This is an optimization exercise on Yosys and OpenROAD, whose aim is small area and a short achievable clock period, not a production implementation.
At most, simulation tests tie the RTL to the original design; equivalence was not proved.
Only the layout flow was run in run 3; the RTL was not checked for function there.
No activity file was given, so power comes from the tool's default toggle rates.

[flow/constraint.sdc]
create_clock -name core_clock -period 7.0 [get_ports {clk}]
set_input_delay 1.4000 -clock core_clock [delete_from_list [all_inputs] [get_ports {clk}]]
set_output_delay 1.4000 -clock core_clock [all_outputs]
set_load 0.01 [all_outputs]
[flow/flow/run.sh]
#!/bin/bash
# Standard ORFS layout (the standard.sh, unchanged synthesis), except that the
# input and output ports are buffered with a plain buffer cell instead of the
# delay-type buffer that buffer_ports picks by default.
set -euo pipefail
bash standard.sh "BUFFER_PORTS_ARGS=-buffer_cell sky130_fd_sc_hd__buf_1" finish > orfs_make.log 2>&1
[flow/standard.sh]
#!/bin/bash
# synth_recipe.tcl (not shown) runs the flow's synth.tcl, then flattens the netlist and writes it again
# the make line also repeats each setting of config.mk as NAME=value (left out here)
make -C /OpenROAD-flow-scripts/flow DESIGN_CONFIG=/design/flow/config.mk WORK_HOME=/design/flow/orfs CLKGATE_MAP_FILE= SYNTH_SCRIPT=/design/flow/synth_recipe.tcl "${@:-finish}"
[flow/config.mk]
export PLATFORM = sky130hd
export DESIGN_NAME = DSP
export DESIGN_NICKNAME = DSP
export VERILOG_FILES = /design/flow/design.v
export SDC_FILE = /design/flow/constraint.sdc
export NUM_CORES = 4
export LEC_CHECK = 0
export CAP_MARGIN = 20
export CORE_MARGIN = 2
export CORE_UTILIZATION = 60
export CTS_BUF_LIST = sky130_fd_sc_hd__clkbuf_8
export SETUP_SLACK_MARGIN = 4.5
export SLEW_MARGIN = 20
export SYNTH_HIERARCHICAL = 1
export SYNTH_MINIMUM_KEEP_SIZE = 0
[flow/design.v]
module fa (input a, input b, input c, output s, output co);
    assign s  = a ^ b ^ c;
    assign co = (a & b) | (a & c) | (b & c);
endmodule
module xn2 (input a, input b, output y);
    assign y = ~(a ^ b);
endmodule
module or2 (input a, input b, output y);
    assign y = a | b;
endmodule
module fa1 (input a, input b, output s, output co);
    xn2 u_s (.a(a), .b(b), .y(s));
    or2 u_c (.a(a), .b(b), .y(co));
endmodule
module ha (input a, input b, output s, output co);
    assign s  = a ^ b;
    assign co = a & b;
endmodule
module ks18 (input [17:0] a, input [17:0] b, output [17:0] s);
    localparam W = 18;
    localparam L = 5;
    wire [W-1:0] g [0:L];
    wire [W-1:0] p [0:L];
    assign g[0] = a & b;
    assign p[0] = a ^ b;
    genvar l, i;
    generate for (l = 0; l < L; l = l + 1) begin : g_l
        for (i = 0; i < W; i = i + 1) begin : g_i
            if (i >= (1 << l)) begin : g_m
                assign g[l+1][i] = g[l][i] | (p[l][i] & g[l][i-(1<<l)]);
                assign p[l+1][i] = p[l][i] & p[l][i-(1<<l)];
            end else begin : g_k
                assign g[l+1][i] = g[l][i];
                assign p[l+1][i] = p[l][i];
            end
        end
    end endgenerate
    assign s = p[0] ^ {g[L][W-2:0], 1'b0};
endmodule
module DSP (a,b,c,d,clk,rst_n,p);
    parameter OPERATION = "ADD" ;
    input [17:0] a,b,d;
    input [47:0] c;
    input clk,rst_n;
    output reg [47:0] p;
    wire [19:0] ax = {2'b00, a};
        reg [8:0] bo, bt, bn;
    reg bz;
    reg [17:0] s1;
    wire [17:0] s0;
    ks18 u_pre (.a(b), .b(d), .s(s0));
    reg [115:0] x;
    reg [47:0] r0;
    reg [47:8] r1;
    reg rc;
    wire [47:0] cd = {c[47:36] - 12'd1, c[35:0]};
    wire [115:0] xn;
    wire [8:0] nn = ~bn;
    wire [18:0] sx = {1'b0, s1};
    wire [18:0] sy = {s1, 1'b0};
    wire [17:0] pz = {18{bz}} & s1;
    wire [18:0] pp0 = (({19{bo[0]}} & sx) | ({19{bt[0]}} & sy)) ^ {19{bn[0]}};
    wire [18:0] pp1 = (({19{bo[1]}} & sx) | ({19{bt[1]}} & sy)) ^ {19{bn[1]}};
    wire [18:0] pp2 = (({19{bo[2]}} & sx) | ({19{bt[2]}} & sy)) ^ {19{bn[2]}};
    wire [18:0] pp3 = (({19{bo[3]}} & sx) | ({19{bt[3]}} & sy)) ^ {19{bn[3]}};
    wire [18:0] pp4 = (({19{bo[4]}} & sx) | ({19{bt[4]}} & sy)) ^ {19{bn[4]}};
    wire [18:0] pp5 = (({19{bo[5]}} & sx) | ({19{bt[5]}} & sy)) ^ {19{bn[5]}};
    wire [18:0] pp6 = (({19{bo[6]}} & sx) | ({19{bt[6]}} & sy)) ^ {19{bn[6]}};
    wire [18:0] pp7 = (({19{bo[7]}} & sx) | ({19{bt[7]}} & sy)) ^ {19{bn[7]}};
    wire [18:0] pp8 = (({19{bo[8]}} & sx) | ({19{bt[8]}} & sy)) ^ {19{bn[8]}};
    wire fs1, fk1;
    wire fs2, fk2;
    wire fs3, fk3;
    wire fs4, fk4;
    wire fs5, fk5;
    wire fs6, fk6;
    wire fs7, fk7;
    wire fs8, fk8;
    wire fs9, fk9;
    wire fs10, fk10;
    wire fs11, fk11;
    wire fs12, fk12;
    wire fs13, fk13;
    wire fs14, fk14;
    wire fs15, fk15;
    wire fs16, fk16;
    wire fs17, fk17;
    wire fs18, fk18;
    wire fs19, fk19;
    wire fs20, fk20;
    wire fs21, fk21;
    wire fs22, fk22;
    wire fs23, fk23;
    wire fs24, fk24;
    wire fs25, fk25;
    wire fs26, fk26;
    wire fs27, fk27;
    wire fs28, fk28;
    wire fs29, fk29;
    wire fs30, fk30;
    wire gs1, gk1;
    wire fs31, fk31;
    wire fs32, fk32;
    wire gs2, gk2;
    wire fs33, fk33;
    wire fs34, fk34;
    wire fs35, fk35;
    wire fs36, fk36;
    wire fs37, fk37;
    wire gs3, gk3;
    wire fs38, fk38;
    wire fs39, fk39;
    wire fs40, fk40;
    wire fs41, fk41;
    wire gs4, gk4;
    wire fs42, fk42;
    wire fs43, fk43;
    wire fs44, fk44;
    wire gs5, gk5;
    wire fs45, fk45;
    wire fs46, fk46;
    wire fs47, fk47;
    wire gs6, gk6;
    wire fs48, fk48;
    wire fs49, fk49;
    wire gs7, gk7;
    wire fs50, fk50;
    wire gs8, gk8;
    wire fs51, fk51;
    wire gs9, gk9;
    wire fs52, fk52;
    wire fs53, fk53;
    wire fs54, fk54;
    wire fs55, fk55;
    wire fs56, fk56;
    wire fs57, fk57;
    wire fs58, fk58;
    wire fs59, fk59;
    wire fs60, fk60;
    wire fs61, fk61;
    wire fs62, fk62;
    wire fs63, fk63;
    wire fs64, fk64;
    wire fs65, fk65;
    wire fs66, fk66;
    wire fs67, fk67;
    wire fs68, fk68;
    wire fs69, fk69;
    wire fs70, fk70;
    wire fs71, fk71;
    wire fs72, fk72;
    wire fs73, fk73;
    wire fs74, fk74;
    wire fs75, fk75;
    wire fs76, fk76;
    wire fs77, fk77;
    wire fs78, fk78;
    wire fs79, fk79;
    wire fs80, fk80;
    wire fs81, fk81;
    wire fs82, fk82;
    wire fs83, fk83;
    wire fs84, fk84;
    wire fs85, fk85;
    wire fs86, fk86;
    wire fs87, fk87;
    wire fs88, fk88;
    wire fs89, fk89;
    wire fs90, fk90;
    wire fs91, fk91;
    wire hs1, hk1;
    wire hs2, hk2;
    wire hs3, hk3;
    wire hs4, hk4;
    wire hs5, hk5;
    wire fs92, fk92;
    wire fs93, fk93;
    wire hs6, hk6;
    wire fs94, fk94;
    wire hs7, hk7;
    wire fs95, fk95;
    wire hs8, hk8;
    wire fs96, fk96;
    wire hs9, hk9;
    wire fs97, fk97;
    wire hs10, hk10;
    wire hs11, hk11;
    wire hs12, hk12;
    wire hs13, hk13;
    wire hs14, hk14;
    wire fs98, fk98;
    wire fs99, fk99;
    wire fs100, fk100;
    wire fs101, fk101;
    wire fs102, fk102;
    wire fs103, fk103;
    wire fs104, fk104;
    wire fs105, fk105;
    wire fs106, fk106;
    wire fs107, fk107;
    wire fs108, fk108;
    wire fs109, fk109;
    wire fs110, fk110;
    wire fs111, fk111;
    wire fs112, fk112;
    wire hs15, hk15;
    wire fs113, fk113;
    wire hs16, hk16;
    wire hs17, hk17;
    wire hs18, hk18;
    wire hs19, hk19;
    wire hs20, hk20;
    wire hs21, hk21;
    wire fs114, fk114;
    wire fs115, fk115;
    wire fs116, fk116;
    wire fs117, fk117;
    wire fs118, fk118;
    wire fs119, fk119;
    wire fs120, fk120;
    wire fs121, fk121;
    wire fs122, fk122;
    wire fs123, fk123;
    wire fs124, fk124;
    wire fs125, fk125;
    wire fs126, fk126;
    wire fs127, fk127;
    wire fs128, fk128;
    wire fs129, fk129;
    wire fs130, fk130;
    wire fs131, fk131;
    wire fs132, fk132;
    wire fs133, fk133;
    wire fs134, fk134;
    wire fs135, fk135;
    wire fs136, fk136;
    wire hs22, hk22;
    wire fs137, fk137;
    wire hs23, hk23;
    wire fs138, fk138;
    wire hs24, hk24;
    wire hs25, hk25;
    wire hs26, hk26;
    wire fs139, fk139;
    wire fs140, fk140;
    wire fs141, fk141;
    wire fs142, fk142;
    wire fs143, fk143;
    wire fs144, fk144;
    wire fs145, fk145;
    wire fs146, fk146;
    wire fs147, fk147;
    wire fs148, fk148;
    wire fs149, fk149;
    wire fs150, fk150;
    wire fs151, fk151;
    wire fs152, fk152;
    wire fs153, fk153;
    wire fs154, fk154;
    wire fs155, fk155;
    wire fs156, fk156;
    wire fs157, fk157;
    wire fs158, fk158;
    wire fs159, fk159;
    wire fs160, fk160;
    wire fs161, fk161;
    wire fs162, fk162;
    wire fs163, fk163;
    wire fs164, fk164;
    wire fs165, fk165;
    wire fs166, fk166;
    wire fs167, fk167;
    wire fs168, fk168;
    wire fs169, fk169;
    wire fs170, fk170;
    wire hs27, hk27;
    fa u1 (.a(pp0[2]), .b(pp1[0]), .c(bn[1]), .s(fs1), .co(fk1));
    fa u2 (.a(pp0[4]), .b(pp1[2]), .c(pp2[0]), .s(fs2), .co(fk2));
    fa u3 (.a(pp0[5]), .b(pp1[3]), .c(pp2[1]), .s(fs3), .co(fk3));
    fa u4 (.a(pp0[6]), .b(pp1[4]), .c(pp2[2]), .s(fs4), .co(fk4));
    fa u5 (.a(pp0[7]), .b(pp1[5]), .c(pp2[3]), .s(fs5), .co(fk5));
    fa u6 (.a(pp0[8]), .b(pp1[6]), .c(pp2[4]), .s(fs6), .co(fk6));
    fa u7 (.a(pp3[2]), .b(pp4[0]), .c(bn[4]), .s(fs7), .co(fk7));
    fa u8 (.a(pp0[9]), .b(pp1[7]), .c(pp2[5]), .s(fs8), .co(fk8));
    fa u9 (.a(pp0[10]), .b(pp1[8]), .c(pp2[6]), .s(fs9), .co(fk9));
    fa u10 (.a(pp3[4]), .b(pp4[2]), .c(pp5[0]), .s(fs10), .co(fk10));
    fa u11 (.a(pp0[11]), .b(pp1[9]), .c(pp2[7]), .s(fs11), .co(fk11));
    fa u12 (.a(pp3[5]), .b(pp4[3]), .c(pp5[1]), .s(fs12), .co(fk12));
    fa u13 (.a(pp0[12]), .b(pp1[10]), .c(pp2[8]), .s(fs13), .co(fk13));
    fa u14 (.a(pp3[6]), .b(pp4[4]), .c(pp5[2]), .s(fs14), .co(fk14));
    fa u15 (.a(pp0[13]), .b(pp1[11]), .c(pp2[9]), .s(fs15), .co(fk15));
    fa u16 (.a(pp3[7]), .b(pp4[5]), .c(pp5[3]), .s(fs16), .co(fk16));
    fa u17 (.a(pp0[14]), .b(pp1[12]), .c(pp2[10]), .s(fs17), .co(fk17));
    fa u18 (.a(pp3[8]), .b(pp4[6]), .c(pp5[4]), .s(fs18), .co(fk18));
    fa u19 (.a(pp6[2]), .b(pp7[0]), .c(bn[7]), .s(fs19), .co(fk19));
    fa u20 (.a(pp0[15]), .b(pp1[13]), .c(pp2[11]), .s(fs20), .co(fk20));
    fa u21 (.a(pp3[9]), .b(pp4[7]), .c(pp5[5]), .s(fs21), .co(fk21));
    fa u22 (.a(pp0[16]), .b(pp1[14]), .c(pp2[12]), .s(fs22), .co(fk22));
    fa u23 (.a(pp3[10]), .b(pp4[8]), .c(pp5[6]), .s(fs23), .co(fk23));
    fa u24 (.a(pp6[4]), .b(pp7[2]), .c(pp8[0]), .s(fs24), .co(fk24));
    fa u25 (.a(pp0[17]), .b(pp1[15]), .c(pp2[13]), .s(fs25), .co(fk25));
    fa u26 (.a(pp3[11]), .b(pp4[9]), .c(pp5[7]), .s(fs26), .co(fk26));
    fa u27 (.a(pp6[5]), .b(pp7[3]), .c(pp8[1]), .s(fs27), .co(fk27));
    fa u28 (.a(pp0[18]), .b(pp1[16]), .c(pp2[14]), .s(fs28), .co(fk28));
    fa u29 (.a(pp3[12]), .b(pp4[10]), .c(pp5[8]), .s(fs29), .co(fk29));
    fa u30 (.a(pp6[6]), .b(pp7[4]), .c(pp8[2]), .s(fs30), .co(fk30));
    fa1 v1 (.a(nn[0]), .b(pp1[17]), .s(gs1), .co(gk1));
    fa u31 (.a(pp2[15]), .b(pp3[13]), .c(pp4[11]), .s(fs31), .co(fk31));
    fa u32 (.a(pp5[9]), .b(pp6[7]), .c(pp7[5]), .s(fs32), .co(fk32));
    fa1 v2 (.a(pp1[18]), .b(pp2[16]), .s(gs2), .co(gk2));
    fa u33 (.a(pp3[14]), .b(pp4[12]), .c(pp5[10]), .s(fs33), .co(fk33));
    fa u34 (.a(pp6[8]), .b(pp7[6]), .c(pp8[4]), .s(fs34), .co(fk34));
    fa u35 (.a(nn[1]), .b(pp2[17]), .c(pp3[15]), .s(fs35), .co(fk35));
    fa u36 (.a(pp4[13]), .b(pp5[11]), .c(pp6[9]), .s(fs36), .co(fk36));
    fa u37 (.a(pp7[7]), .b(pp8[5]), .c(pz[3]), .s(fs37), .co(fk37));
    fa1 v3 (.a(pp2[18]), .b(pp3[16]), .s(gs3), .co(gk3));
    fa u38 (.a(pp4[14]), .b(pp5[12]), .c(pp6[10]), .s(fs38), .co(fk38));
    fa u39 (.a(pp7[8]), .b(pp8[6]), .c(pz[4]), .s(fs39), .co(fk39));
    fa u40 (.a(nn[2]), .b(pp3[17]), .c(pp4[15]), .s(fs40), .co(fk40));
    fa u41 (.a(pp5[13]), .b(pp6[11]), .c(pp7[9]), .s(fs41), .co(fk41));
    fa1 v4 (.a(pp3[18]), .b(pp4[16]), .s(gs4), .co(gk4));
    fa u42 (.a(pp5[14]), .b(pp6[12]), .c(pp7[10]), .s(fs42), .co(fk42));
    fa u43 (.a(nn[3]), .b(pp4[17]), .c(pp5[15]), .s(fs43), .co(fk43));
    fa u44 (.a(pp6[13]), .b(pp7[11]), .c(pp8[9]), .s(fs44), .co(fk44));
    fa1 v5 (.a(pp4[18]), .b(pp5[16]), .s(gs5), .co(gk5));
    fa u45 (.a(pp6[14]), .b(pp7[12]), .c(pp8[10]), .s(fs45), .co(fk45));
    fa u46 (.a(nn[4]), .b(pp5[17]), .c(pp6[15]), .s(fs46), .co(fk46));
    fa u47 (.a(pp7[13]), .b(pp8[11]), .c(pz[9]), .s(fs47), .co(fk47));
    fa1 v6 (.a(pp5[18]), .b(pp6[16]), .s(gs6), .co(gk6));
    fa u48 (.a(pp7[14]), .b(pp8[12]), .c(pz[10]), .s(fs48), .co(fk48));
    fa u49 (.a(nn[5]), .b(pp6[17]), .c(pp7[15]), .s(fs49), .co(fk49));
    fa1 v7 (.a(pp6[18]), .b(pp7[16]), .s(gs7), .co(gk7));
    fa u50 (.a(nn[6]), .b(pp7[17]), .c(pp8[15]), .s(fs50), .co(fk50));
    fa1 v8 (.a(pp7[18]), .b(pp8[16]), .s(gs8), .co(gk8));
    fa u51 (.a(nn[7]), .b(pp8[17]), .c(pz[15]), .s(fs51), .co(fk51));
    fa1 v9 (.a(pp8[18]), .b(pz[16]), .s(gs9), .co(gk9));
    fa u52 (.a(fk1), .b(pp0[3]), .c(pp1[1]), .s(fs52), .co(fk52));
    fa u53 (.a(fk3), .b(fs4), .c(pp3[0]), .s(fs53), .co(fk53));
    fa u54 (.a(fk4), .b(fs5), .c(pp3[1]), .s(fs54), .co(fk54));
    fa u55 (.a(fk5), .b(fs6), .c(fs7), .s(fs55), .co(fk55));
    fa u56 (.a(fk6), .b(fk7), .c(fs8), .s(fs56), .co(fk56));
    fa u57 (.a(fk8), .b(fs9), .c(fs10), .s(fs57), .co(fk57));
    fa u58 (.a(fk9), .b(fk10), .c(fs11), .s(fs58), .co(fk58));
    fa u59 (.a(fk11), .b(fk12), .c(fs13), .s(fs59), .co(fk59));
    fa u60 (.a(fs14), .b(pp6[0]), .c(bn[6]), .s(fs60), .co(fk60));
    fa u61 (.a(fk13), .b(fk14), .c(fs15), .s(fs61), .co(fk61));
    fa u62 (.a(fk15), .b(fk16), .c(fs17), .s(fs62), .co(fk62));
    fa u63 (.a(fk17), .b(fk18), .c(fk19), .s(fs63), .co(fk63));
    fa u64 (.a(fs20), .b(fs21), .c(pp6[3]), .s(fs64), .co(fk64));
    fa u65 (.a(fk20), .b(fk21), .c(fs22), .s(fs65), .co(fk65));
    fa u66 (.a(fs23), .b(fs24), .c(bn[8]), .s(fs66), .co(fk66));
    fa u67 (.a(fk22), .b(fk23), .c(fk24), .s(fs67), .co(fk67));
    fa u68 (.a(fs25), .b(fs26), .c(fs27), .s(fs68), .co(fk68));
    fa u69 (.a(fk25), .b(fk26), .c(fk27), .s(fs69), .co(fk69));
    fa u70 (.a(fs28), .b(fs29), .c(fs30), .s(fs70), .co(fk70));
    fa u71 (.a(fk28), .b(fk29), .c(fk30), .s(fs71), .co(fk71));
    fa u72 (.a(gs1), .b(fs31), .c(fs32), .s(fs72), .co(fk72));
    fa u73 (.a(gk1), .b(fk31), .c(fk32), .s(fs73), .co(fk73));
    fa u74 (.a(gs2), .b(fs33), .c(fs34), .s(fs74), .co(fk74));
    fa u75 (.a(gk2), .b(fk33), .c(fk34), .s(fs75), .co(fk75));
    fa u76 (.a(fs35), .b(fs36), .c(fs37), .s(fs76), .co(fk76));
    fa u77 (.a(fk35), .b(fk36), .c(fk37), .s(fs77), .co(fk77));
    fa u78 (.a(gs3), .b(fs38), .c(fs39), .s(fs78), .co(fk78));
    fa u79 (.a(gk3), .b(fk38), .c(fk39), .s(fs79), .co(fk79));
    fa u80 (.a(fs40), .b(fs41), .c(pp8[7]), .s(fs80), .co(fk80));
    fa u81 (.a(fk40), .b(fk41), .c(gs4), .s(fs81), .co(fk81));
    fa u82 (.a(fs42), .b(pp8[8]), .c(pz[6]), .s(fs82), .co(fk82));
    fa u83 (.a(gk4), .b(fk42), .c(fs43), .s(fs83), .co(fk83));
    fa u84 (.a(fk43), .b(fk44), .c(gs5), .s(fs84), .co(fk84));
    fa u85 (.a(gk5), .b(fk45), .c(fs46), .s(fs85), .co(fk85));
    fa u86 (.a(fk46), .b(fk47), .c(gs6), .s(fs86), .co(fk86));
    fa u87 (.a(gk6), .b(fk48), .c(fs49), .s(fs87), .co(fk87));
    fa u88 (.a(fk49), .b(gs7), .c(pp8[14]), .s(fs88), .co(fk88));
    fa u89 (.a(gk7), .b(fs50), .c(pz[13]), .s(fs89), .co(fk89));
    fa u90 (.a(fk50), .b(gs8), .c(pz[14]), .s(fs90), .co(fk90));
    fa u91 (.a(gk9), .b(nn[8]), .c(pz[17]), .s(fs91), .co(fk91));
    ha h1 (.a(x[29]), .b(x[30]), .s(hs1), .co(hk1));
    ha h2 (.a(x[34]), .b(x[35]), .s(hs2), .co(hk2));
    ha h3 (.a(x[38]), .b(x[39]), .s(hs3), .co(hk3));
    ha h4 (.a(x[42]), .b(x[43]), .s(hs4), .co(hk4));
    ha h5 (.a(x[46]), .b(x[47]), .s(hs5), .co(hk5));
    fa u92 (.a(x[50]), .b(x[51]), .c(x[52]), .s(fs92), .co(fk92));
    fa u93 (.a(x[55]), .b(x[56]), .c(x[57]), .s(fs93), .co(fk93));
    ha h6 (.a(x[58]), .b(x[59]), .s(hs6), .co(hk6));
    fa u94 (.a(x[61]), .b(x[62]), .c(x[63]), .s(fs94), .co(fk94));
    ha h7 (.a(x[64]), .b(x[65]), .s(hs7), .co(hk7));
    fa u95 (.a(x[66]), .b(x[67]), .c(x[68]), .s(fs95), .co(fk95));
    ha h8 (.a(x[70]), .b(x[71]), .s(hs8), .co(hk8));
    fa u96 (.a(x[74]), .b(x[75]), .c(x[76]), .s(fs96), .co(fk96));
    ha h9 (.a(x[79]), .b(x[80]), .s(hs9), .co(hk9));
    fa u97 (.a(x[83]), .b(x[84]), .c(x[85]), .s(fs97), .co(fk97));
    ha h10 (.a(x[88]), .b(x[89]), .s(hs10), .co(hk10));
    ha h11 (.a(x[16]), .b(x[17]), .s(hs11), .co(hk11));
    ha h12 (.a(x[20]), .b(x[21]), .s(hs12), .co(hk12));
    ha h13 (.a(x[23]), .b(x[24]), .s(hs13), .co(hk13));
    ha h14 (.a(x[26]), .b(x[27]), .s(hs14), .co(hk14));
    fa u98 (.a(x[31]), .b(x[32]), .c(x[33]), .s(fs98), .co(fk98));
    fa u99 (.a(x[36]), .b(x[37]), .c(hk1), .s(fs99), .co(fk99));
    fa u100 (.a(x[40]), .b(x[41]), .c(hk2), .s(fs100), .co(fk100));
    fa u101 (.a(x[44]), .b(x[45]), .c(hk3), .s(fs101), .co(fk101));
    fa u102 (.a(x[48]), .b(x[49]), .c(hk4), .s(fs102), .co(fk102));
    fa u103 (.a(x[53]), .b(x[54]), .c(hk5), .s(fs103), .co(fk103));
    fa u104 (.a(x[60]), .b(fk92), .c(fs93), .s(fs104), .co(fk104));
    fa u105 (.a(fk93), .b(hk6), .c(fs94), .s(fs105), .co(fk105));
    fa u106 (.a(x[69]), .b(fk94), .c(hk7), .s(fs106), .co(fk106));
    fa u107 (.a(x[72]), .b(x[73]), .c(fk95), .s(fs107), .co(fk107));
    fa u108 (.a(x[77]), .b(x[78]), .c(hk8), .s(fs108), .co(fk108));
    fa u109 (.a(x[81]), .b(x[82]), .c(fk96), .s(fs109), .co(fk109));
    fa u110 (.a(x[86]), .b(x[87]), .c(hk9), .s(fs110), .co(fk110));
    fa u111 (.a(x[90]), .b(x[91]), .c(fk97), .s(fs111), .co(fk111));
    fa u112 (.a(x[92]), .b(x[93]), .c(x[94]), .s(fs112), .co(fk112));
    ha h15 (.a(x[95]), .b(x[96]), .s(hs15), .co(hk15));
    fa u113 (.a(x[98]), .b(x[99]), .c(x[100]), .s(fs113), .co(fk113));
    ha h16 (.a(x[102]), .b(x[103]), .s(hs16), .co(hk16));
    ha h17 (.a(x[5]), .b(x[6]), .s(hs17), .co(hk17));
    ha h18 (.a(x[8]), .b(x[9]), .s(hs18), .co(hk18));
    ha h19 (.a(x[10]), .b(x[11]), .s(hs19), .co(hk19));
    ha h20 (.a(x[12]), .b(x[13]), .s(hs20), .co(hk20));
    ha h21 (.a(x[14]), .b(x[15]), .s(hs21), .co(hk21));
    fa u114 (.a(x[18]), .b(x[19]), .c(hs11), .s(fs114), .co(fk114));
    fa u115 (.a(x[22]), .b(hk11), .c(hs12), .s(fs115), .co(fk115));
    fa u116 (.a(x[25]), .b(hk12), .c(hs13), .s(fs116), .co(fk116));
    fa u117 (.a(x[28]), .b(hk13), .c(hs14), .s(fs117), .co(fk117));
    fa u118 (.a(hs1), .b(hk14), .c(fs98), .s(fs118), .co(fk118));
    fa u119 (.a(hs2), .b(fk98), .c(fs99), .s(fs119), .co(fk119));
    fa u120 (.a(hs3), .b(fk99), .c(fs100), .s(fs120), .co(fk120));
    fa u121 (.a(hs4), .b(fk100), .c(fs101), .s(fs121), .co(fk121));
    fa u122 (.a(hs5), .b(fk101), .c(fs102), .s(fs122), .co(fk122));
    fa u123 (.a(fs92), .b(fk102), .c(fs103), .s(fs123), .co(fk123));
    fa u124 (.a(hs6), .b(fk103), .c(fs104), .s(fs124), .co(fk124));
    fa u125 (.a(hs7), .b(fk104), .c(fs105), .s(fs125), .co(fk125));
    fa u126 (.a(fs95), .b(fk105), .c(fs106), .s(fs126), .co(fk126));
    fa u127 (.a(hs8), .b(fk106), .c(fs107), .s(fs127), .co(fk127));
    fa u128 (.a(fs96), .b(fk107), .c(fs108), .s(fs128), .co(fk128));
    fa u129 (.a(hs9), .b(fk108), .c(fs109), .s(fs129), .co(fk129));
    fa u130 (.a(fs97), .b(fk109), .c(fs110), .s(fs130), .co(fk130));
    fa u131 (.a(hs10), .b(fk110), .c(fs111), .s(fs131), .co(fk131));
    fa u132 (.a(hk10), .b(fk111), .c(fs112), .s(fs132), .co(fk132));
    fa u133 (.a(x[97]), .b(fk112), .c(hs15), .s(fs133), .co(fk133));
    fa u134 (.a(x[101]), .b(hk15), .c(fs113), .s(fs134), .co(fk134));
    fa u135 (.a(x[104]), .b(fk113), .c(hs16), .s(fs135), .co(fk135));
    fa u136 (.a(x[105]), .b(x[106]), .c(hk16), .s(fs136), .co(fk136));
    ha h22 (.a(x[107]), .b(x[108]), .s(hs22), .co(hk22));
    fa u137 (.a(x[109]), .b(x[110]), .c(x[111]), .s(fs137), .co(fk137));
    ha h23 (.a(x[112]), .b(x[113]), .s(hs23), .co(hk23));
    fa u138 (.a(x[0]), .b(x[1]), .c(cd[0]), .s(fs138), .co(fk138));
    ha h24 (.a(x[2]), .b(cd[1]), .s(hs24), .co(hk24));
    ha h25 (.a(x[3]), .b(cd[2]), .s(hs25), .co(hk25));
    ha h26 (.a(x[4]), .b(cd[3]), .s(hs26), .co(hk26));
    fa u139 (.a(x[7]), .b(hs17), .c(cd[4]), .s(fs139), .co(fk139));
    fa u140 (.a(hk17), .b(hs18), .c(cd[5]), .s(fs140), .co(fk140));
    fa u141 (.a(hk18), .b(hs19), .c(cd[6]), .s(fs141), .co(fk141));
    fa u142 (.a(hk19), .b(hs20), .c(cd[7]), .s(fs142), .co(fk142));
    fa u143 (.a(hk20), .b(hs21), .c(cd[8]), .s(fs143), .co(fk143));
    fa u144 (.a(hk21), .b(fs114), .c(cd[9]), .s(fs144), .co(fk144));
    fa u145 (.a(fk114), .b(fs115), .c(cd[10]), .s(fs145), .co(fk145));
    fa u146 (.a(fk115), .b(fs116), .c(cd[11]), .s(fs146), .co(fk146));
    fa u147 (.a(fk116), .b(fs117), .c(cd[12]), .s(fs147), .co(fk147));
    fa u148 (.a(fk117), .b(fs118), .c(cd[13]), .s(fs148), .co(fk148));
    fa u149 (.a(fk118), .b(fs119), .c(cd[14]), .s(fs149), .co(fk149));
    fa u150 (.a(fk119), .b(fs120), .c(cd[15]), .s(fs150), .co(fk150));
    fa u151 (.a(fk120), .b(fs121), .c(cd[16]), .s(fs151), .co(fk151));
    fa u152 (.a(fk121), .b(fs122), .c(cd[17]), .s(fs152), .co(fk152));
    fa u153 (.a(fk122), .b(fs123), .c(cd[18]), .s(fs153), .co(fk153));
    fa u154 (.a(fk123), .b(fs124), .c(cd[19]), .s(fs154), .co(fk154));
    fa u155 (.a(fk124), .b(fs125), .c(cd[20]), .s(fs155), .co(fk155));
    fa u156 (.a(fk125), .b(fs126), .c(cd[21]), .s(fs156), .co(fk156));
    fa u157 (.a(fk126), .b(fs127), .c(cd[22]), .s(fs157), .co(fk157));
    fa u158 (.a(fk127), .b(fs128), .c(cd[23]), .s(fs158), .co(fk158));
    fa u159 (.a(fk128), .b(fs129), .c(cd[24]), .s(fs159), .co(fk159));
    fa u160 (.a(fk129), .b(fs130), .c(cd[25]), .s(fs160), .co(fk160));
    fa u161 (.a(fk130), .b(fs131), .c(cd[26]), .s(fs161), .co(fk161));
    fa u162 (.a(fk131), .b(fs132), .c(cd[27]), .s(fs162), .co(fk162));
    fa u163 (.a(fk132), .b(fs133), .c(cd[28]), .s(fs163), .co(fk163));
    fa u164 (.a(fk133), .b(fs134), .c(cd[29]), .s(fs164), .co(fk164));
    fa u165 (.a(fk134), .b(fs135), .c(cd[30]), .s(fs165), .co(fk165));
    fa u166 (.a(fk135), .b(fs136), .c(cd[31]), .s(fs166), .co(fk166));
    fa u167 (.a(fk136), .b(hs22), .c(cd[32]), .s(fs167), .co(fk167));
    fa u168 (.a(hk22), .b(fs137), .c(cd[33]), .s(fs168), .co(fk168));
    fa u169 (.a(fk137), .b(hs23), .c(cd[34]), .s(fs169), .co(fk169));
    fa u170 (.a(x[114]), .b(hk23), .c(cd[35]), .s(fs170), .co(fk170));
    ha h27 (.a(x[115]), .b(cd[36]), .s(hs27), .co(hk27));
    assign xn[0] = pp0[0];
    assign xn[1] = bn[0];
    assign xn[2] = pp0[1];
    assign xn[3] = fs1;
    assign xn[4] = fs52;
    assign xn[5] = fk52;
    assign xn[6] = fs2;
    assign xn[7] = bn[2];
    assign xn[8] = fk2;
    assign xn[9] = fs3;
    assign xn[10] = fs53;
    assign xn[11] = bn[3];
    assign xn[12] = fk53;
    assign xn[13] = fs54;
    assign xn[14] = fk54;
    assign xn[15] = fs55;
    assign xn[16] = fk55;
    assign xn[17] = fs56;
    assign xn[18] = pp3[3];
    assign xn[19] = pp4[1];
    assign xn[20] = fk56;
    assign xn[21] = fs57;
    assign xn[22] = bn[5];
    assign xn[23] = fk57;
    assign xn[24] = fs58;
    assign xn[25] = fs12;
    assign xn[26] = fk58;
    assign xn[27] = fs59;
    assign xn[28] = fs60;
    assign xn[29] = fk59;
    assign xn[30] = fk60;
    assign xn[31] = fs61;
    assign xn[32] = fs16;
    assign xn[33] = pp6[1];
    assign xn[34] = fk61;
    assign xn[35] = fs62;
    assign xn[36] = fs18;
    assign xn[37] = fs19;
    assign xn[38] = fk62;
    assign xn[39] = fs63;
    assign xn[40] = fs64;
    assign xn[41] = pp7[1];
    assign xn[42] = fk63;
    assign xn[43] = fk64;
    assign xn[44] = fs65;
    assign xn[45] = fs66;
    assign xn[46] = fk65;
    assign xn[47] = fk66;
    assign xn[48] = fs67;
    assign xn[49] = fs68;
    assign xn[50] = fk67;
    assign xn[51] = fk68;
    assign xn[52] = fs69;
    assign xn[53] = fs70;
    assign xn[54] = pz[0];
    assign xn[55] = fk69;
    assign xn[56] = fk70;
    assign xn[57] = fs71;
    assign xn[58] = fs72;
    assign xn[59] = pp8[3];
    assign xn[60] = pz[1];
    assign xn[61] = fk71;
    assign xn[62] = fk72;
    assign xn[63] = fs73;
    assign xn[64] = fs74;
    assign xn[65] = pz[2];
    assign xn[66] = fk73;
    assign xn[67] = fk74;
    assign xn[68] = fs75;
    assign xn[69] = fs76;
    assign xn[70] = fk75;
    assign xn[71] = fk76;
    assign xn[72] = fs77;
    assign xn[73] = fs78;
    assign xn[74] = fk77;
    assign xn[75] = fk78;
    assign xn[76] = fs79;
    assign xn[77] = fs80;
    assign xn[78] = pz[5];
    assign xn[79] = fk79;
    assign xn[80] = fk80;
    assign xn[81] = fs81;
    assign xn[82] = fs82;
    assign xn[83] = fk81;
    assign xn[84] = fk82;
    assign xn[85] = fs83;
    assign xn[86] = fs44;
    assign xn[87] = pz[7];
    assign xn[88] = fk83;
    assign xn[89] = fs84;
    assign xn[90] = fs45;
    assign xn[91] = pz[8];
    assign xn[92] = fk84;
    assign xn[93] = fs85;
    assign xn[94] = fs47;
    assign xn[95] = fk85;
    assign xn[96] = fs86;
    assign xn[97] = fs48;
    assign xn[98] = fk86;
    assign xn[99] = fs87;
    assign xn[100] = pp8[13];
    assign xn[101] = pz[11];
    assign xn[102] = fk87;
    assign xn[103] = fs88;
    assign xn[104] = pz[12];
    assign xn[105] = fk88;
    assign xn[106] = fs89;
    assign xn[107] = fk89;
    assign xn[108] = fs90;
    assign xn[109] = fk90;
    assign xn[110] = gk8;
    assign xn[111] = fs51;
    assign xn[112] = fk51;
    assign xn[113] = gs9;
    assign xn[114] = fs91;
    assign xn[115] = fk91;
    wire [47:0] r0n = {cd[47], cd[46], cd[45], cd[44], cd[43], cd[42], cd[41], cd[40], cd[39], cd[38], hk27, fk170, fk169, fk168, fk167, fk166, fk165, fk164, fk163, fk162, fk161, fk160, fk159, fk158, fk157, fk156, fk155, fk154, fk153, fk152, fk151, fk150, fk149, fk148, fk147, fk146, fk145, fk144, fk143, fk142, fk141, fk140, fk139, hk26, hk25, hk24, fk138, fs138};
    wire [47:0] r1n = {1'b0, 1'b0, 1'b0, 1'b0, 1'b0, 1'b0, 1'b0, 1'b0, 1'b0, 1'b0, cd[37], hs27, fs170, fs169, fs168, fs167, fs166, fs165, fs164, fs163, fs162, fs161, fs160, fs159, fs158, fs157, fs156, fs155, fs154, fs153, fs152, fs151, fs150, fs149, fs148, fs147, fs146, fs145, fs144, fs143, fs142, fs141, fs140, fs139, hs26, hs25, hs24, 1'b0};
    always @(posedge clk) s1 <= s0;
    wire [8:0] lo = r0n[7:0] + r1n[7:0];
    wire [40:0] hi = {r0[47:8], 1'b1} + {r1[47:8], rc};
    always @(posedge clk or negedge rst_n) begin
        if (!rst_n) begin
            bo <= 0; bt <= 0; bn <= 0; bz <= 0;
            x <= 116'b01101001010010001001001000100010001000100010001000011000000000000000000000000000000000000000000000000000000000000000; r0 <= 0; r1 <= 0; rc <= 0; p <= 0;
        end else begin
            bo[0] <= ax[0] ^ 1'b0;
            bt[0] <= (ax[1] & ~ax[0] & ~1'b0) | (~ax[1] & ax[0] & 1'b0);
            bn[0] <= ax[1];
            bo[1] <= ax[2] ^ ax[1];
            bt[1] <= (ax[3] & ~ax[2] & ~ax[1]) | (~ax[3] & ax[2] & ax[1]);
            bn[1] <= ax[3];
            bo[2] <= ax[4] ^ ax[3];
            bt[2] <= (ax[5] & ~ax[4] & ~ax[3]) | (~ax[5] & ax[4] & ax[3]);
            bn[2] <= ax[5];
            bo[3] <= ax[6] ^ ax[5];
            bt[3] <= (ax[7] & ~ax[6] & ~ax[5]) | (~ax[7] & ax[6] & ax[5]);
            bn[3] <= ax[7];
            bo[4] <= ax[8] ^ ax[7];
            bt[4] <= (ax[9] & ~ax[8] & ~ax[7]) | (~ax[9] & ax[8] & ax[7]);
            bn[4] <= ax[9];
            bo[5] <= ax[10] ^ ax[9];
            bt[5] <= (ax[11] & ~ax[10] & ~ax[9]) | (~ax[11] & ax[10] & ax[9]);
            bn[5] <= ax[11];
            bo[6] <= ax[12] ^ ax[11];
            bt[6] <= (ax[13] & ~ax[12] & ~ax[11]) | (~ax[13] & ax[12] & ax[11]);
            bn[6] <= ax[13];
            bo[7] <= ax[14] ^ ax[13];
            bt[7] <= (ax[15] & ~ax[14] & ~ax[13]) | (~ax[15] & ax[14] & ax[13]);
            bn[7] <= ax[15];
            bo[8] <= ax[16] ^ ax[15];
            bt[8] <= (ax[17] & ~ax[16] & ~ax[15]) | (~ax[17] & ax[16] & ax[15]);
            bn[8] <= ax[17];
            bz <= a[17];
            x  <= xn;
            r0 <= {r0n[47:8], lo[7:0]};
            r1 <= r1n[47:8];
            rc <= lo[8];
            p  <= {hi[40:1], r0[7:0]};
        end
    end
endmodule
==> results of run 1 <==
state kept, by name (all words and copies together) (netlist names):
| signal | cells |
|---|---|
| bn | 9 |
| bt | 9 |
| r1 | 30 |
| p | 48 |
| bo | 9 |
| r0 | 48 |
| s1 | 18 |
| x | 116 |
| rc | 1 |
stage by stage:
step / instances / util, %
5_1_grt: 2019 / 67.8
3_3_place_gp: 1928 / 63.9
2_1_floorplan: 1488 / -
4_1_cts: 2012 / 67.4
6_report: 2019 / 67.8
3_5_place_dp: 1929 / 64.0
worst register-to-register path: cells and delay by family (launching register included):
kind,cells,cell delay (ps)
adder cells (fa/ha/maj),4,1870
flip-flops,1,520
timing repair:
action	CTS	global route
setup buffers	3	7
setup endpoints to repair	40	106
pin swaps	5	9
resized for setup	27	33
synth_stat cells, types with 4 or more instances:
library cell	count
a211oi_1	6
a21o_1	18
a21oi_1	54
a22oi_1	154
a31oi_1	7
and2_1	20
buf_1	34
buf_2	4
clkbuf_1	72
dfrtp_1	253
dfstp_2	17
dfxtp_1	18
fa_1	173
ha_1	82
inv_1	32
nand2_1	55
nand2b_1	9
nand3_1	15
nand3b_1	11
nand4_1	16
nor2_1	31
nor2b_1	4
nor3_1	12
nor4_1	5
o211ai_1	12
o21a_1	5
o21ai_0	35
o21ai_1	7
o21bai_1	12
o22ai_1	5
o31ai_1	7
or2_1	9
or3_1	5
xnor2_1	214
xor2_1	36
metal layers:
metal / track usage, % / share of wire (%) / vias to the layer above
met5: 0 / 0 / -
met4: 8.75 / 2.4 / 0
met3: 6.14 / 8.1 / 98
met2: 41.1 / 45 / 487
met1: 40.6 / 45 / 6060
li1: - / - / 5340
where the power goes:
| group | total, uW | internal, uW | switching (uW) |
|---|---|---|---|
| clock network | 1460 | 817 | 643 |
| registers | 2980 | 2500 | 486 |
| logic | 5570 | 2510 | 3060 |
cell families after synthesis:
kind of cell,after synthesis,synth area share [%]
mux,3,0.168
buf+inv,143,3.05
xor+xnor,250,12.3
simple gates,205,5.96
fa+ha+maj,255,25.1
flops,288,39.9
compound gates,344,13.5
Yosys stat by module (local to each module, per instance), a selection:
| module | cells | times used | flip-flops and latches | area, um^2 |
|---|---|---|---|---|
| DSP | 1156 | 1 | 288 | 13100 |
| fa | 1 | 170 | 0 | 20.0 |
| ha | 1 | 27 | 0 | 12.5 |
| ks18 | 117 | 1 | 0 | 845 |
| or2 | 1 | 9 | 0 | 6.26 |
| xn2 | 1 | 9 | 0 | 8.76 |
worst max path at each step:
stage | startpoint | to | slack (ps) | depth (start not counted)
6_report | x[63]$_DFF_PN1_ | r1[12]$_DFF_PN0_ | 4460 | 4
5_1_grt | x[63]$_DFF_PN1_ | r1[12]$_DFF_PN0_ | 4400 | 4
4_1_cts | c[0] | r0[7]$_DFF_PN0_ | 4470 | 11
3_5_place_dp | c[0] | rc$_DFF_PN0_ | 3840 | 9
3_3_place_gp | c[0] | r0[7]$_DFF_PN0_ | 3900 | 11
2_1_floorplan | c[1] | r0[7]$_DFF_PN0_ | 4120 | 10
layout make-up:
| type | instances | area, um^2 |
|---|---|---|
| fillers | 2302 | 9480 |
| clock buffers | 58 | 798 |
| inverters | 32 | 120 |
| multi-input cells | 1057 | 10500 |
| well taps | 390 | 488 |
| clock inverters | 22 | 149 |
| repair buffers | 172 | 753 |
| flip-flops and latches | 288 | 7190 |
==> flow_summary.yaml, run 1 <==
setup_path:
  timing.rr.end: "r1[12]$_DFF_PN0_"
  start_kind: "register"
  ff2ff_setup_slack_ps: 4460
  crit_path_top_delay_cell: "dfstp_2"
  path_buf_inv: 0
  path_cells: "fa_1 -> fa_1 -> fa_1 -> fa_1"
  critPathCaptureType: "register"
  crit_family: "adder cells"
  cp_max_fo: 1
  r2r_start: "x[63]$_DFF_PN1_"
  crit_arrival_ps: 2970
  cp_data_required_time_ps: 7430
  critPathMaxStageDelay_ps: 520
  r2r_cells: 4
  path_class: "reg2reg"
  crit_top_cell: "fa_1"
logic_synthesis:
  synth_top_area_share_pct: 35.4
  syn_nets: 1847
  synth_area_um2: 17900
  synth_edf_count: 0
  synthCells: 1488
  syn-mean-instance-area_um2: 12.0
  netlist_top_cells_area: "dfrtp_1 35%, fa_1 19%, xnor2_1 10%, a22oi_1 6.5%, ha_1 5.7%"
  ys_async_sr_fraction_pct: 93.8
  synth_seq_cells: 288
  ys_types: 60
  synth_top_area_cell: "dfrtp_1"
  yosysWarnings: 8
  yosysSeqAreaShare_pct: 39.9
  synthFlopType: "dfrtp_1"
floorplan:
  die_h_um: 177
  rows: 63
  core_area_um2: 29500
  die_w_um: 177
  dieArea_um2: 31200
  start_util_pct: 60.6
  io_pins: 152
sta:
  skew_ps: 35.6
  finalCritPeriodShare_pct: 36.3
  fin_ws_ps: 4460
  fin_hold_ws_ps: 355
  maxSlewViolCount: 0
  clock.fmax_mhz: 394
  grt_setup_unrepaired: "true"
  min_period_ps: 2540
  fin_tns_setup_ps: 0
  finalSetupViolCount: 0
  slew_headroom_pct: 41.4
  hold_viol: 0
  worst_pin_slew_ps: 878
drt:
  drt_wl_total_um: 41100
  post-route-drc-count: 0
  vias_per_cell: 5.94
  vias: 12000
  avgRoutedWirePerCell_um: 20.4
  postRouteAntennaNets: 0
  drtIter0Drc: 897
  drt_first_pass_iters: 5
global_route:
  grt_pass1_wl_um: 66900
  antenna_found_initial: 0
  overflow: 0
  grt_max_degree: 69
  grt_util_all_layers_pct: 27.6
  grt_pass1_vias: 12400
clocking:
  cts_buffers: 46
  clk_pin_slew_ps: 60
  cts.sink_count: 288
  htreeDepth: 2
  tritoncts: "yes"
  clockBufferDepth: 3
  clkLatencyLatePin_ps: 580
  root_buffer: "clkbuf_8"
  postCtsHoldBufs: 0
hold_path:
  min_to: "p[2]$_DFF_PN0_"
  min_from: "r0[2]$_DFF_PN0_"
  hold_depth: 0
  min_path_type: "reg2reg"
finish:
  layout_commonest_cell: "dfrtp_1"
  syn2layout_area_growth_pct: 11.9
  drive_gt1_share_pct: 12.8
  layout_common_cells: "233 x dfrtp_1, 214 x xnor2_1, 168 x fa_1"
  finalNetCount: 1956
  fin_area_um2: 20000
  diodes: 0
placed_design:
  gp_congestion: 0.852
  hpwl_um: 28800
  placed_area_um2: 18900
  dpl_worst_slack_ps: 3840
  io_buffers: 151
outcome:
  run_status: "finished clean"
pwr:
  vdd_drop_max_mv: 0.202
  p_leak_uw: 0.00805
  total_power_uw: 10000
  power.density_nw_per_um2: 501
job:
  maxCapViolations: 0
==> inputs of run 2 (changes only) <==
--- a/flow/config.mk
+++ b/flow/config.mk
@@ -10,4 +10,6 @@
 export CORE_UTILIZATION = 60
 export CTS_BUF_LIST = sky130_fd_sc_hd__clkbuf_8
+export CTS_CLUSTER_DIAMETER = 60
+export CTS_CLUSTER_SIZE = 16
 export SETUP_SLACK_MARGIN = 4.5
 export SLEW_MARGIN = 20
==> run 2 against run 1 <==
Sequential power about the same. Largest cell class unchanged. Cell area down 2.2%. Critical path depth did not move. Maximum frequency grew 0.93%. First-iteration DRC count up 11%. Clock skew shrank 9.9 ps. Combinational power hardly changed. Routed wire length down 1.5%. Sequential share of layout area is 0.80 points higher. Register-to-register slack better by 20 ps. Highest routed layer unchanged. Clock power shrank 33%. Flip-flop and latch count unchanged.
==> flow_summary.yaml, run 2 <==
global_route:
  grt_pass1_wl_um: 66000
  antenna_found_initial: 0
  grt_pass1_vias: 12300
  grt_util_all_layers_pct: 27.1
  overflow: 0
  grt_max_degree: 69
setup_path:
  ff2ff_setup_slack_ps: 4480
  crit_arrival_ps: 2980
  cp_max_fo: 1
  path_class: "reg2reg"
  critPathCaptureType: "register"
  cp_data_required_time_ps: 7460
  start_kind: "register"
drt:
  postRouteAntennaNets: 0
  drt_wl_total_um: 40500
  post-route-drc-count: 0
  drtIter0Drc: 995
  vias_per_cell: 5.97
  vias: 11800
  avgRoutedWirePerCell_um: 20.5
  drt_first_pass_iters: 7
placed_design:
  gp_congestion: 0.852
  dpl_worst_slack_ps: 3840
  io_buffers: 151
  hpwl_um: 28800
sta:
  slew_headroom_pct: 42.1
  skew_ps: 25.8
  fin_tns_setup_ps: 0
  fin_hold_ws_ps: 353
  worst_pin_slew_ps: 869
  finalCritPeriodShare_pct: 35.9
  maxSlewViolCount: 0
  min_period_ps: 2520
  finalSetupViolCount: 0
  fin_ws_ps: 4480
  hold_viol: 0
  grt_setup_unrepaired: "true"
  clock.fmax_mhz: 397
clocking:
  postCtsHoldBufs: 0
  root_buffer: "clkbuf_8"
  clk_pin_slew_ps: 100
  htreeDepth: 1
  cts_buffers: 25
  clkLatencyLatePin_ps: 580
  cts.sink_count: 288
  tritoncts: "yes"
  clockBufferDepth: 3
logic_synthesis:
  synthFlopType: "dfrtp_1"
  synth_area_um2: 17900
  yosysSeqAreaShare_pct: 39.9
  syn-mean-instance-area_um2: 12.0
  yosysMostFrequentCell: "dfrtp_1"
  synth_seq_cells: 288
  syn_nets: 1847
  synth_top_area_cell: "dfrtp_1"
  synthCells: 1488
  netlist_top_cells_area: "dfrtp_1 35%, fa_1 19%, xnor2_1 10%, a22oi_1 6.5%, ha_1 5.7%"
  ys_async_sr_fraction_pct: 93.8
  synthTopCellsByCount: "253 x dfrtp_1, 214 x xnor2_1, 173 x fa_1"
  synth_edf_count: 0
  synth_top_area_share_pct: 35.4
  yosysWarnings: 8
  ys_types: 60
finish:
  fill_cells: 2319
  finalNetCount: 1934
  layout_common_cells: "233 x dfrtp_1, 214 x xnor2_1, 169 x fa_1"
  syn2layout_area_growth_pct: 9.49
  largest_registers: "x (116), p (48), r0 (48)"
  drive_gt1_share_pct: 13.4
  regMostFlops: "x"
  diodes: 0
  post-route-util_pct: 66.4
  largest_reg_flops: 116
  layout_commonest_cell: "dfrtp_1"
pwr:
  vdd_drop_max_mv: 0.231
  power.density_nw_per_um2: 486
  p_leak_uw: 0.00788
floorplan:
  start_util_pct: 60.6
  die_w_um: 177
  die_h_um: 177
  rows: 63
  core_area_um2: 29500
  dieArea_um2: 31200
  io_pins: 152
outcome:
  run_status: "finished clean"
hold_path:
  min_path_type: "reg2reg"
job:
  maxCapViolations: 0
[run 2: cell counts after synthesis]
No cell type changed its count.
[run 2: report_power, final]
part           switching (uW)  internal, uW  leakage, uW
combinational            3030          2530      0.00432
clock                     570           408     0.000278
sequential                488          2490      0.00328
[run 2: per-stage QoR]
step           power (uW)  cells  cell area, um^2
4_1_cts              9490   1975            19400
3_5_place_dp         8460   1929            18900
2_1_floorplan        6850   1488            18100
6_report             9510   1981            19600
5_1_grt             10500   1981            19600
3_3_place_gp         8300   1928            18800
[run 2: final timing paths]
check	start	to	cells after the start
hold / removal	r0[3]$_DFF_PN0_	p[3]$_DFF_PN0_	0
min in group asynchronous	rst_n	p[13]$_DFF_PN0_	1
max in group asynchronous	rst_n	x[104]$_DFF_PN0_	2
hold reg to reg	r0[3]$_DFF_PN0_	p[3]$_DFF_PN0_	0
setup / recovery	x[63]$_DFF_PN1_	r1[12]$_DFF_PN0_	4
setup reg to reg	x[63]$_DFF_PN1_	r1[12]$_DFF_PN0_	4
[run 2: per-layer routing]
layer	routed length [um]	global-route usage, %
met1	18400	40.3
met2	17900	40.8
met3	3260	5.47
met4	974	7.44
met5	0	0
[run 2: area by class of cell]
class                      instances  area, um^2  share of cell area (%)
multi-input combinational       1057       10500                    53.6
clock buffer                      27         372                    1.90
timing repair buffer             171         793                    4.05
tap                              390         488                    2.49
inverter                          32         120                   0.614
clock inverter                    16         125                   0.640
sequential                       288        7190                    36.7
[run 2: Yosys stat by module (local to each module, per instance), excerpt]
module | flip-flops and latches | cells | copies in the design | cell area, um^2
xn2 | 0 | 1 | 9 | 8.76
ks18 | 0 | 117 | 1 | 845
fa | 0 | 1 | 170 | 20.0
DSP | 288 | 1156 | 1 | 13100
or2 | 0 | 1 | 9 | 6.26
ha | 0 | 1 | 27 | 12.5
[run 2: repair_timing]
item,CTS,global route
endpoints found under the setup margin,58,106
pin swaps,4,8
setup buffers,3,6
resized for setup,23,72
[run 2: critical path, cell delays in order, from the launching register on]
cell     delay (ps)
dfstp_2         540
fa_1            430
fa_1            520
fa_1            440
fa_1            460
[run 2: cell families (layout without fill, tap and decap cells)]
kind of cell / count (synthesis) / in the layout / synth area share [%]
flops: 288 / 288 / 39.9
mux: 3 / 3 / 0.168
compound gates: 344 / 344 / 13.5
simple gates: 205 / 205 / 5.96
fa+ha+maj: 255 / 255 / 25.1
xor+xnor: 250 / 250 / 12.3
buf+inv: 143 / 246 / 3.05
==> inputs of run 3 (changes only) <==
--- a/flow/design.v
+++ b/flow/design.v
@@ -52,5 +52,5 @@
     reg [115:0] x;
     reg [47:0] r0;
-    reg [47:8] r1;
+    reg [47:12] r1;
     reg rc;
     wire [47:0] cd = {c[47:36] - 12'd1, c[35:0]};
@@ -600,6 +600,6 @@
     wire [47:0] r1n = {1'b0, 1'b0, 1'b0, 1'b0, 1'b0, 1'b0, 1'b0, 1'b0, 1'b0, 1'b0, cd[37], hs27, fs170, fs169, fs168, fs167, fs166, fs165, fs164, fs163, fs162, fs161, fs160, fs159, fs158, fs157, fs156, fs155, fs154, fs153, fs152, fs151, fs150, fs149, fs148, fs147, fs146, fs145, fs144, fs143, fs142, fs141, fs140, fs139, hs26, hs25, hs24, 1'b0};
     always @(posedge clk) s1 <= s0;
-    wire [8:0] lo = r0n[7:0] + r1n[7:0];
-    wire [40:0] hi = {r0[47:8], 1'b1} + {r1[47:8], rc};
+    wire [12:0] lo = r0n[11:0] + r1n[11:0];
+    wire [36:0] hi = {r0[47:12], 1'b1} + {r1[47:12], rc};
     always @(posedge clk or negedge rst_n) begin
         if (!rst_n) begin
@@ -636,8 +636,8 @@
             bz <= a[17];
             x  <= xn;
-            r0 <= {r0n[47:8], lo[7:0]};
-            r1 <= r1n[47:8];
-            rc <= lo[8];
-            p  <= {hi[40:1], r0[7:0]};
+            r0 <= {r0n[47:12], lo[11:0]};
+            r1 <= r1n[47:12];
+            rc <= lo[12];
+            p  <= {hi[36:1], r0[11:0]};
         end
     end
--- a/flow/config.mk
+++ b/flow/config.mk
@@ -10,6 +10,4 @@
 export CORE_UTILIZATION = 60
 export CTS_BUF_LIST = sky130_fd_sc_hd__clkbuf_8
-export CTS_CLUSTER_DIAMETER = 60
-export CTS_CLUSTER_SIZE = 16
 export SETUP_SLACK_MARGIN = 4.5
 export SLEW_MARGIN = 20
==> run 3 against run 2 <==
Critical path type is now in2reg. Still clean on timing, DRC and antenna. Largest cell class unchanged. Critical endpoint is now rc$_DFF_PN0_. Sequential power is essentially flat. Synthesized area shrank 1.2%. Sequential share of layout area shrank 1.5 points.
==> flow_summary.yaml, run 3 <==
setup_path:
  path_class: "in2reg"
  crit_arrival_ps: 3310
  cp_data_required_time_ps: 7440
  path_cells: "buf_6 -> fa_2 -> ha_4 -> a21o_1 -> a21oi_2 -> nand2b_4 -> a21boi_4 -> o41ai_4 -> o211ai_1 -> o31a_1"
  crit_family: "compound AO/OA/AOI/OAI gates"
  critPathMaxStageDelay_ps: 340
  crit_path_top_delay_cell: "fa_2"
  critPathCaptureType: "register"
  start_kind: "primary input"
  cp_max_fo: 2
  path_buf_inv: 1
clocking:
  clk_pin_slew_ps: 60
  cts_buffers: 48
  tritoncts: "yes"
  root_buffer: "clkbuf_8"
  htreeDepth: 2
  clkLatencyLatePin_ps: 570
  cts.sink_count: 284
  clockBufferDepth: 3
  postCtsHoldBufs: 0
finish:
  largest_reg_flops: 116
  syn2layout_area_growth_pct: 13.9
  layout_common_cells: "228 x dfrtp_1, 211 x xnor2_1, 165 x fa_1"
  largest_registers: "x (116), p (48), r0 (48)"
  finalNetCount: 1943
  regMostFlops: "x"
  layout_commonest_cell: "dfrtp_1"
  drive_gt1_share_pct: 15.3
  diodes: 0
sta:
  fin_ws_ps: 4130
  min_period_ps: 2870
  maxSlewViolCount: 0
  fin_tns_setup_ps: 0
  skew_ps: 30.4
  finalCritPeriodShare_pct: 41.0
  finalSetupViolCount: 0
  worst_pin_slew_ps: 760
  slew_headroom_pct: 49.3
  clock.fmax_mhz: 349
  grt_setup_unrepaired: "true"
  hold_viol: 0
drt:
  drt_wl_total_um: 40200
  postRouteAntennaNets: 0
  drtIter0Drc: 1141
  vias: 11800
  post-route-drc-count: 0
  avgRoutedWirePerCell_um: 20.0
  vias_per_cell: 5.88
  drt_first_pass_iters: 7
floorplan:
  rows: 62
  core_area_um2: 28900
  die_w_um: 176
  die_h_um: 176
  start_util_pct: 61.2
  dieArea_um2: 30800
  io_pins: 152
placed_design:
  hpwl_um: 27600
  dpl_worst_slack_ps: 3370
  io_buffers: 151
  gp_congestion: 0.876
logic_synthesis:
  syn_nets: 1823
  syn-mean-instance-area_um2: 12.1
  synth_area_um2: 17700
  yosysMostFrequentCell: "dfrtp_1"
  yosysWarnings: 8
  ys_async_sr_fraction_pct: 93.7
  synthCells: 1464
  netlist_top_cells_area: "dfrtp_1 35%, fa_1 20%, xnor2_1 11%, a22oi_1 6.5%, ha_1 5.8%"
  synthTopCellsByCount: "249 x dfrtp_1, 213 x xnor2_1, 173 x fa_1"
  yosysSeqAreaShare_pct: 39.9
  synth_edf_count: 0
  synthFlopType: "dfrtp_1"
  synth_seq_cells: 284
  ys_types: 69
  synth_top_area_share_pct: 35.3
  synth_top_area_cell: "dfrtp_1"
global_route:
  antenna_found_initial: 0
  grt_max_degree: 147
  overflow: 0
  grt_pass1_wl_um: 65600
  grt_util_all_layers_pct: 27.1
  grt_pass1_vias: 12200
outcome:
  run_status: "finished clean"
pwr:
  vdd_drop_max_mv: 0.298
  power.density_nw_per_um2: 527
  p_leak_uw: 0.00808
job:
  maxCapViolations: 0
hold_path:
  min_path_type: "reg2reg"
-- run 3: cell types whose count changed after synthesis, sizes merged, moves of 5 or more --
cell / change
and4: +5
nand2: +7
a21oi: -8
nor2: -5
buf: -18
o21ai: -7
and3: +8
clkbuf: +9
nand3: +9
o21bai: -6
a31oi: +8
nand4: -11
-- run 3: metrics by stage --
stage | hold WS, ps | utilization (%) | area, um^2 | instances | power, uW
floorplan | 331 | - | 17900 | 1464 | 7030
global placement | 332 | 64.7 | 18700 | 1905 | 8460
detailed placement | 336 | 64.7 | 18700 | 1905 | 8690
CTS | 344 | 68.9 | 19900 | 1998 | 10400
global route | 348 | 69.7 | 20100 | 2007 | 11600
finish | 340 | 69.7 | 20100 | 2007 | 10600
-- run 3: metal layers --
layer | vias to the layer above | wire [um] | GRT usage (%) | part of all wire [%]
li1 | 5292 | - | - | -
met1 | 5850 | 17800 | 40.1 | 44
met5 | - | 0 | 0 | 0
met4 | 0 | 1070 | 8.92 | 2.7
met2 | 581 | 17600 | 40.4 | 44
met3 | 85 | 3700 | 5.87 | 9.2
-- run 3: logic make-up after synthesis --
family,synth area share [%]
AO/OA/AOI/OAI,13.0
XOR/XNOR,12.2
adder cells (fa/ha/maj),25.4
buffers and inverters,2.92
flip-flops,39.9
multiplexers,0.113
AND/OR/NAND/NOR,6.50
-- run 3: power by group --
part	internal (uW)	switching, uW	leakage, uW	total (uW)
clock network	879	648	0.000600	1530
logic	2870	3240	0.00425	6110
registers	2470	498	0.00323	2970
-- run 3: final cells by class --
class / instances / area [um^2]
Clock buffer: 63 / 867
Clock inverter: 26 / 163
Fill cell: 2145 / 8750
Inverter: 33 / 124
Multi-Input combinational cell: 1045 / 10600
Sequential cell: 284 / 7090
Tap cell: 384 / 480
Timing Repair Buffer: 172 / 774
-- run 3: final timing paths --
check,from,slack (ps),to,cells after the start
hold / removal,r0[2]$_DFF_PN0_,340,p[2]$_DFF_PN0_,0
setup reg to reg,x[23]$_DFF_PN0_,4190,r0[11]$_DFF_PN0_,8
setup / recovery,c[0],4130,rc$_DFF_PN0_,10
hold reg to reg,r0[2]$_DFF_PN0_,340,p[2]$_DFF_PN0_,0
min in group asynchronous,rst_n,910,p[9]$_DFF_PN0_,1
max in group asynchronous,rst_n,4870,x[97]$_DFF_PN0_,2
-- run 3: repair_timing --
action	CTS	global route
pin swaps	13	12
setup buffers	4	9
resized for setup	40	60
setup endpoints to repair	42	97
-- run 3: modules after synthesis (local to each module, per instance), a selection --
module | cells inside | flip-flops and latches | copies in the design
DSP | 1132 | 284 | 1
ks18 | 117 | 0 | 1
ha | 1 | 0 | 27
xn2 | 1 | 0 | 9
fa | 1 | 0 | 170
or2 | 1 | 0 | 9
==> inputs of run 4 (changes only) <==
--- a/flow/design.v
+++ b/flow/design.v
@@ -52,5 +52,5 @@
     reg [115:0] x;
     reg [47:0] r0;
-    reg [47:12] r1;
+    reg [47:8] r1;
     reg rc;
     wire [47:0] cd = {c[47:36] - 12'd1, c[35:0]};
@@ -600,6 +600,6 @@
     wire [47:0] r1n = {1'b0, 1'b0, 1'b0, 1'b0, 1'b0, 1'b0, 1'b0, 1'b0, 1'b0, 1'b0, cd[37], hs27, fs170, fs169, fs168, fs167, fs166, fs165, fs164, fs163, fs162, fs161, fs160, fs159, fs158, fs157, fs156, fs155, fs154, fs153, fs152, fs151, fs150, fs149, fs148, fs147, fs146, fs145, fs144, fs143, fs142, fs141, fs140, fs139, hs26, hs25, hs24, 1'b0};
     always @(posedge clk) s1 <= s0;
-    wire [12:0] lo = r0n[11:0] + r1n[11:0];
-    wire [36:0] hi = {r0[47:12], 1'b1} + {r1[47:12], rc};
+    wire [8:0] lo = r0n[7:0] + r1n[7:0];
+    wire [40:0] hi = {r0[47:8], 1'b1} + {r1[47:8], rc};
     always @(posedge clk or negedge rst_n) begin
         if (!rst_n) begin
@@ -636,8 +636,8 @@
             bz <= a[17];
             x  <= xn;
-            r0 <= {r0n[47:12], lo[11:0]};
-            r1 <= r1n[47:12];
-            rc <= lo[12];
-            p  <= {hi[36:1], r0[11:0]};
+            r0 <= {r0n[47:8], lo[7:0]};
+            r1 <= r1n[47:8];
+            rc <= lo[8];
+            p  <= {hi[40:1], r0[7:0]};
         end
     end
==> flow/flow/run.sh (replaced) <==
#!/bin/bash
# Standard ORFS layout (the standard.sh, unchanged synthesis), except:
# - the input and output ports are buffered with a plain buf_1 instead of the
#   delay-type buffer that buffer_ports picks by default;
# - clock tree synthesis inserts no dummy load cells.
set -euo pipefail
bash standard.sh \
  "BUFFER_PORTS_ARGS=-buffer_cell sky130_fd_sc_hd__buf_1" \
  "CTS_ARGS=-sink_clustering_enable -repair_clock_nets -sink_clustering_size 16 -sink_clustering_max_diameter 60 -buf_list sky130_fd_sc_hd__clkbuf_8 -dont_use_dummy_load" \
  finish > orfs_make.log 2>&1
--- a/flow/config.mk
+++ b/flow/config.mk
@@ -10,5 +10,7 @@
 export CORE_UTILIZATION = 60
 export CTS_BUF_LIST = sky130_fd_sc_hd__clkbuf_8
-export SETUP_SLACK_MARGIN = 4.5
+export CTS_CLUSTER_DIAMETER = 60
+export CTS_CLUSTER_SIZE = 16
+export SETUP_SLACK_MARGIN = 4.6
 export SLEW_MARGIN = 20
 export SYNTH_HIERARCHICAL = 1
==> run 4 against run 3 <==
Maximum frequency is 14% higher. Clock power is 46% lower. First-iteration DRC count is 27% lower. Combinational power is 5.4% lower. Core utilization is 3.2 points lower. Global-route usage is 0.67 points lower. Critical endpoint is now r1[12]$_DFF_PN0_. Largest cell class unchanged. Non-clock buffer count is 4 higher. Synthesized cell count is 1.6% higher. Routed wire length is 0.42% lower. Largest power group unchanged.
==> flow_summary.yaml, run 4 <==
outcome:
  run_status: "finished clean"
placed_design:
  gp_congestion: 0.848
  hpwl_um: 28500
  place_inst: 1927
  io_buffers: 151
drt:
  avgRoutedWirePerCell_um: 20.3
  drt_wl_total_um: 40000
  vias: 11600
  drtIter0Drc: 834
  drt_first_pass_iters: 8
  post-route-drc-count: 0
  postRouteAntennaNets: 0
logic_synthesis:
  synth_xor_area_share_pct: 12.3
  ys_async_sr_fraction_pct: 93.8
  ys_types: 60
  yosysSeqAreaShare_pct: 39.9
  synthCells: 1488
  netlist_top_cells_area: "dfrtp_1 35%, fa_1 19%, xnor2_1 10%, a22oi_1 6.5%, ha_1 5.7%"
  synth_mux_area_share_pct: 0.168
  yosysMostFrequentCell: "dfrtp_1"
  synth_area_um2: 17900
  syn_nets: 1847
  synth_edf_count: 0
  synth_top_area_cell: "dfrtp_1"
  synthTopCellsByCount: "253 x dfrtp_1, 214 x xnor2_1, 173 x fa_1"
  yosysWarnings: 8
  synthFlopType: "dfrtp_1"
  yosys.area_share.adder_pct: 25.1
  syn-mean-instance-area_um2: 12.0
setup_path:
  crit_arrival_ps: 2990
  startpoint: "x[63]$_DFF_PN1_"
  ff2ff_setup_slack_ps: 4480
  start_kind: "register"
  critPathCaptureType: "register"
  cp_max_fo: 1
  timing.rr.end: "r1[12]$_DFF_PN0_"
pwr:
  vdd_drop_max_mv: 0.206
  p_leak_uw: 0.00780
global_route:
  grt_pass1_wl_um: 64500
  grt_util_all_layers_pct: 26.5
  grt_max_degree: 190
  antenna_found_initial: 2
clocking:
  clk_pin_slew_ps: 90
  cts_buffers: 26
  clkLatencyLatePin_ps: 580
  root_buffer: "clkbuf_8"
  clockBufferDepth: 3
floorplan:
  die_h_um: 177
  die_w_um: 177
  dieArea_um2: 31200
  core_area_um2: 29500
  start_util_pct: 60.6
finish:
  final_cells: 1969
  layout_common_cells: "233 x dfrtp_1, 213 x xnor2_1, 161 x fa_1"
  syn2layout_area_growth_pct: 9.66
  diodes: 0
  largest_registers: "x (116), p (48), r0 (48)"
  fill_cells: 2303
  post-route-util_pct: 66.5
hold_path:
  min_from: "r0[3]$_DFF_PN0_"
  hold_depth: 0
  min_path_type: "reg2reg"
sta:
  grt_setup_unrepaired: "true"
  skew_ps: 51.0
  clock.fmax_mhz: 396
  min_period_ps: 2520
  finalSetupViolCount: 0
  fin_tns_setup_ps: 0
  fin_hold_ws_ps: 351
  slew_headroom_pct: 33.4
job:
  maxCapViolations: 0
run 4: cell count changes after synthesis, moves of 6 or more:
cell / delta
a21oi_1: +8
a31oi_1: -6
and3_1: -7
buf_1: +17
clkbuf_1: -8
nand2_1: -7
nand3_1: -9
nand4_1: +11
o21bai_1: +6
run 4: power breakdown:
group | switching (uW) | total [uW] | internal (uW)
sequential | 480 | 2970 | 2490
clock | 500 | 829 | 329
combinational | 3120 | 5780 | 2670
run 4: metrics by stage:
| stage | worst slack, ps | total power (uW) | cell area (um^2) |
|---|---|---|---|
| 2_1_floorplan | 4120 | 6850 | 18100 |
| 3_3_place_gp | 3910 | 8310 | 18800 |
| 3_5_place_dp | 3900 | 8520 | 18800 |
| 4_1_cts | 4470 | 9470 | 19400 |
| 5_1_grt | 4410 | 10600 | 19600 |
| 6_report | 4480 | 9580 | 19600 |
run 4: cell families after synthesis:
| group | Yosys count |
|---|---|
| buf+inv | 143 |
| flops | 288 |
| xor+xnor | 250 |
| compound gates | 344 |
| simple gates | 205 |
| fa+ha+maj | 255 |
| mux | 3 |
run 4: area by class of cell:
| type | instances | area (um^2) | area share [%] |
|---|---|---|---|
| Sequential cell | 288 | 7190 | 36.7 |
| Tap cell | 390 | 488 | 2.49 |
| Inverter | 32 | 120 | 0.613 |
| Timing Repair Buffer | 176 | 850 | 4.34 |
| Multi-Input combinational cell | 1057 | 10600 | 54.1 |
| Clock buffer | 26 | 358 | 1.83 |
run 4: critical path, stage by stage (launching register included):
cell	delay, ps
dfstp_2	530
fa_2	450
fa_2	540
fa_2	440
fa_1	450
run 4: worst max path at each step:
| stage | depth (start not counted) | endpoint |
|---|---|---|
| global route | 11 | r0[7]$_DFF_PN0_ |
| detailed placement | 9 | rc$_DFF_PN0_ |
| global placement | 11 | r0[7]$_DFF_PN0_ |
| floorplan | 10 | r0[7]$_DFF_PN0_ |
| finish | 4 | r1[12]$_DFF_PN0_ |
| CTS | 1 | p[37] |
run 4: metal layers:
layer	vias to the layer above	part of all wire [%]	global-route usage (%)
met5	-	0	0
met4	0	2.4	7.78
met3	84	8.2	5.64
met2	466	45	39.6
met1	5804	45	39.3
li1	5275	-	-
run 4: repair_timing:
item	CTS	global route
endpoints found under the setup margin	132	121
resized for setup	42	80
setup buffers	8	8
pin swaps	12	12
hold buffers	0	0
run 4: modules after synthesis (local to each module, per instance), a selection:
module / area, um^2 / cells / flops+latches / times used
ks18: 845 / 117 / 0 / 1
ha: 12.5 / 1 / 0 / 27
xn2: 8.76 / 1 / 0 / 9
DSP: 13100 / 1156 / 288 / 1
or2: 6.26 / 1 / 0 / 9
fa: 20.0 / 1 / 0 / 170

Re-timed with assumed drivers on the ports (clkbuf_16 on the clock, buf_2 on other inputs), run 4 has 4.467 ns of setup slack against 4.476 ns with ideal ports, and 3.919 ns once port delays also move by the mid clock arrival of 0.603 ns.
